What follows belongs to an exercise in optimizing a design on an open flow for small area; a production flow would make more cautious choices.
In this exercise RTL edits were held to simulation tests only and were not proved equivalent to the original.
No activity file was given, so power comes from the tool's default toggle rates.

// axi_dfm_v1_0
module axi_dfm_v1_0(
    input logic s_axi_aclk,
    input logic s_axi_aresetn,
    input  logic [31:0] s_axi_awaddr,
    input  logic        s_axi_awvalid,
    output logic        s_axi_awready,
    input  logic [31:0] s_axi_wdata,
    input  logic        s_axi_wvalid,
    output logic        s_axi_wready,
    output logic s_axi_bvalid,
    input  logic s_axi_bready,
    input  logic [31:0] s_axi_araddr,
    input  logic        s_axi_arvalid,
    output logic        s_axi_arready,
    output logic [31:0] s_axi_rdata,
    output logic        s_axi_rvalid,
    input  logic        s_axi_rready,
    input  logic signal_in,
    output logic signal_done
);
clock: 5.0 ns
lec_check: 0
cap_margin: 20
core_margin: 2
core_utilization: 40
gpl_timing_driven: 0
place_density: 0.6
slew_margin: 20
standard.sh (not shown) runs the stock make flow with config.mk's settings and CLKGATE_MAP_FILE= SYNTH_SCRIPT=/design/flow/synth_recipe.tcl, a recipe that flattens the netlist after the stock synthesis.
==> flow/flow/run.sh <==
#!/bin/bash
# Standard ORFS layout, except: an area-oriented ABC mapping script in synthesis
# (registers are mapped before ABC runs, so they are the standard synthesis's),
# no half/full-adder cell extraction (ABC maps the adders with the rest),
# smaller port buffers, and a clock tree without dummy loads.
set -euo pipefail
F=$(pwd)/flow
export MY_ABC_SCRIPT=$F/area.script
export BUFFER_PORTS_ARGS="-buffer_cell sky130_fd_sc_hd__buf_1"
export CTS_ARGS="-sink_clustering_enable -repair_clock_nets -dont_use_dummy_load $(cat $F/cts_args.txt)"
bash standard.sh SYNTH_SCRIPT=$F/my_synth.tcl ADDER_MAP_FILE= finish > flow_make.log 2>&1
==> flow/flow/area.script <==
&get -n
&st
&dch -f
&nf -a -R 1000
&put
==> flow/flow/cts_args.txt <==
-sink_clustering_size 30 -sink_clustering_max_diameter 100
==> flow/flow/my_synth.tcl <==
proc synth {args} { yosys synth -nofsm -noshare {*}$args }
set fh [open $::env(SCRIPTS_DIR)/synth.tcl]
set body [read $fh]
close $fh
set old {log_cmd abc {*}$abc_args}
set new {set abc_args [lreplace $abc_args 1 1 $::env(MY_ABC_SCRIPT)]; log_cmd abc {*}$abc_args}
if {[string first $old $body] < 0} { error "abc call not found" }
set body [string map [list $old $new] $body]
eval $body
# left out here: clear keep_hierarchy, flatten, clean up, hide names made inside functions, write 1_2_yosys.v
The baseline passed the timing, design-rule and antenna checks.
Edit:
==> flow/flow/run.sh (replaced) <==
#!/bin/bash
# Standard ORFS layout, except: an area-oriented ABC mapping script in synthesis
# (registers are mapped before ABC runs, so they are the standard synthesis's),
# smaller port buffers, and a clock tree without dummy loads.
set -euo pipefail
F=$(pwd)/flow
export MY_ABC_SCRIPT=$F/area.script
export BUFFER_PORTS_ARGS="-buffer_cell sky130_fd_sc_hd__buf_1"
export CTS_ARGS="-sink_clustering_enable -repair_clock_nets -dont_use_dummy_load $(cat $F/cts_args.txt)"
bash standard.sh SYNTH_SCRIPT=$F/my_synth.tcl finish > flow_make.log 2>&1
==> flow/flow/area.script (replaced) <==
&get -n
&st
&dch -f
&nf -a
&put
- GPL_TIMING_DRIVEN: 0 -> default
Effect: Count of clock-buffer cells in the layout stays the same. Register-to-register slack gets worse by 0.37 ns. First-iteration DRC count is lower by 46%. Non-clock buffer count is lower by 20. Total power is lower by 5.8%. Synthesized area is higher by 7.4%. Synthesized cell count is lower by 11%. Routed wire length is lower by 15%. Cell area is higher by 4.8%. Hold slack gets better by 0.031 ns. Via count is lower by 17%.
Edit:
--- a/flow/flow/run.sh
+++ b/flow/flow/run.sh
@@ -3,2 +3,3 @@
 # (registers are mapped before ABC runs, so they are the standard synthesis's),
+# no half/full-adder cell extraction (ABC maps the adders with the rest),
 # smaller port buffers, and a clock tree without dummy loads.
@@ -9,2 +10,2 @@
 export CTS_ARGS="-sink_clustering_enable -repair_clock_nets -dont_use_dummy_load $(cat $F/cts_args.txt)"
-bash standard.sh SYNTH_SCRIPT=$F/my_synth.tcl finish > flow_make.log 2>&1
+bash standard.sh SYNTH_SCRIPT=$F/my_synth.tcl ADDER_MAP_FILE= finish > flow_make.log 2>&1
==> flow/flow/area.script (replaced) <==
&get -n
&st
&dch -f
&nf -a -R 1000
&put
- CAP_MARGIN: 20 -> 5
- SLEW_MARGIN: 20 -> 5
After rerunning: The new run completed with no timing, DRC or antenna violations. Global-route usage increases by 3.7 points. Wire length increases by about 20%. Synthesized cell count increases by 13%. Via count increases by 20%.
Edit:
==> flow/flow/area.script (replaced) <==
&get -n
&st
&dch -f
&nf -a
&put
- CAP_MARGIN: 5 -> 20
- SLEW_MARGIN: 5 -> 20
Count of clock-buffer cells in the layout is unchanged; die area goes up by 2.0%; power decreases by about 0.38%; cell area is higher by 1.8%; register-to-register slack improved by 0.63 ns.
Edit:
==> flow/flow/run.sh (replaced) <==
#!/bin/bash
# Standard ORFS layout with smaller port buffers and a clock tree without dummy loads.
set -euo pipefail
export BUFFER_PORTS_ARGS="-buffer_cell sky130_fd_sc_hd__buf_1"
export CTS_ARGS="-sink_clustering_enable -repair_clock_nets -dont_use_dummy_load -sink_clustering_size 30 -sink_clustering_max_diameter 100"
bash standard.sh finish > flow_make.log 2>&1
removed: flow/flow/area.script
removed: flow/flow/cts_args.txt
removed: flow/flow/my_synth.tcl
Effect: Clock power is about the same; worst setup slack loses 0.97 ns; routed wire length decreases by 9.9%; cell count falls by 5.4%; register-to-register slack gets worse by 1.0 ns; via count goes down by 18%; area after synthesis goes up by 7.7%; sequential power went down by 5.1%; core utilization went down by 0.93 points; power fell by 2.4%; final area rose by 5.7%.
Edit:
==> flow/flow/run.sh (replaced) <==
#!/bin/bash
# Standard ORFS layout, except: an area-oriented ABC mapping script in synthesis
# (registers are mapped before ABC runs, so they are the standard synthesis's),
# smaller port buffers, and a clock tree without dummy loads.
set -euo pipefail
F=$(pwd)/flow
export MY_ABC_SCRIPT=$F/area.script
export BUFFER_PORTS_ARGS="-buffer_cell sky130_fd_sc_hd__buf_1"
export CTS_ARGS="-sink_clustering_enable -repair_clock_nets -dont_use_dummy_load $(cat $F/cts_args.txt)"
bash standard.sh SYNTH_SCRIPT=$F/my_synth.tcl finish > flow_make.log 2>&1
==> flow/flow/area.script (new file) <==
&get -n
&st
&dch -f
&nf -a
&put
==> flow/flow/cts_args.txt (new file) <==
-buf_list sky130_fd_sc_hd__clkbuf_8 -sink_clustering_size 18 -sink_clustering_max_diameter 60
==> flow/flow/my_synth.tcl (new file) <==
proc synth {args} { yosys synth -nofsm -noshare {*}$args }
set fh [open $::env(SCRIPTS_DIR)/synth.tcl]
set body [read $fh]
close $fh
set old {log_cmd abc {*}$abc_args}
set new {set abc_args [lreplace $abc_args 1 1 $::env(MY_ABC_SCRIPT)]; log_cmd abc {*}$abc_args}
if {[string first $old $body] < 0} { error "abc call not found" }
set body [string map [list $old $new] $body]
eval $body
# left out here: clear keep_hierarchy, flatten, clean up, hide names made inside functions, write 1_2_yosys.v
Effect: Via count decreases slightly; global-route usage is lower by 0.94 points; synthesized area drops by a few percent; final cell count went down by a few percent; wire length drops by a little under a tenth; total power went down by a few percent; worst setup slack gains 0.089 ns; maximum frequency climbs by a few percent; core utilization increases by 0.60 points; non-clock buffer count fell by 1.

==> afterwards: timing with drivers on the ports <==
How much do the figures lean on ideal ports? The routed layouts below were timed once more, with nothing changed but the port constraints.
Step 1 assumes that a clkbuf_16 drives the clock port and a buf_2 every other input.
Step 2 adds t to the input delays and takes it off the output delays; t is the mean of the earliest and latest rising clock arrival at the registers after step 1. Input paths then give back, and output paths get back, about the clock's delay inside the block.
Slacks: ideal ports / drivers / drivers and shift; pairs: ideal ports / drivers.
run | t (ns) | slack for setup (ns) | worst setup path at the end | worst register clock-pin slew, ns
the first run | 0.559 | 1.393 / 1.393 / 1.393 | register to register | 0.12 / 0.12
the second run | 0.557 | 1.019 / 1.019 / 1.019 | register to register | 0.12 / 0.12
the third run | 0.554 | 1.349 / 1.349 / 1.349 | register to register | 0.12 / 0.12
the fourth run | 0.571 | 1.921 / 1.895 / 1.578 | input to register | 0.12 / 0.12
the fifth run | 0.581 | 0.952 / 0.952 / 0.952 | register to register | 0.12 / 0.12
the sixth run | 0.649 | 1.041 / 1.041 / 1.041 | register to register | 0.11 / 0.11
After both steps every run listed still meets setup and hold. For the fourth run, which loses most, drivers alone change the setup slack by -0.026 ns; drivers and shift together by -0.343 ns.
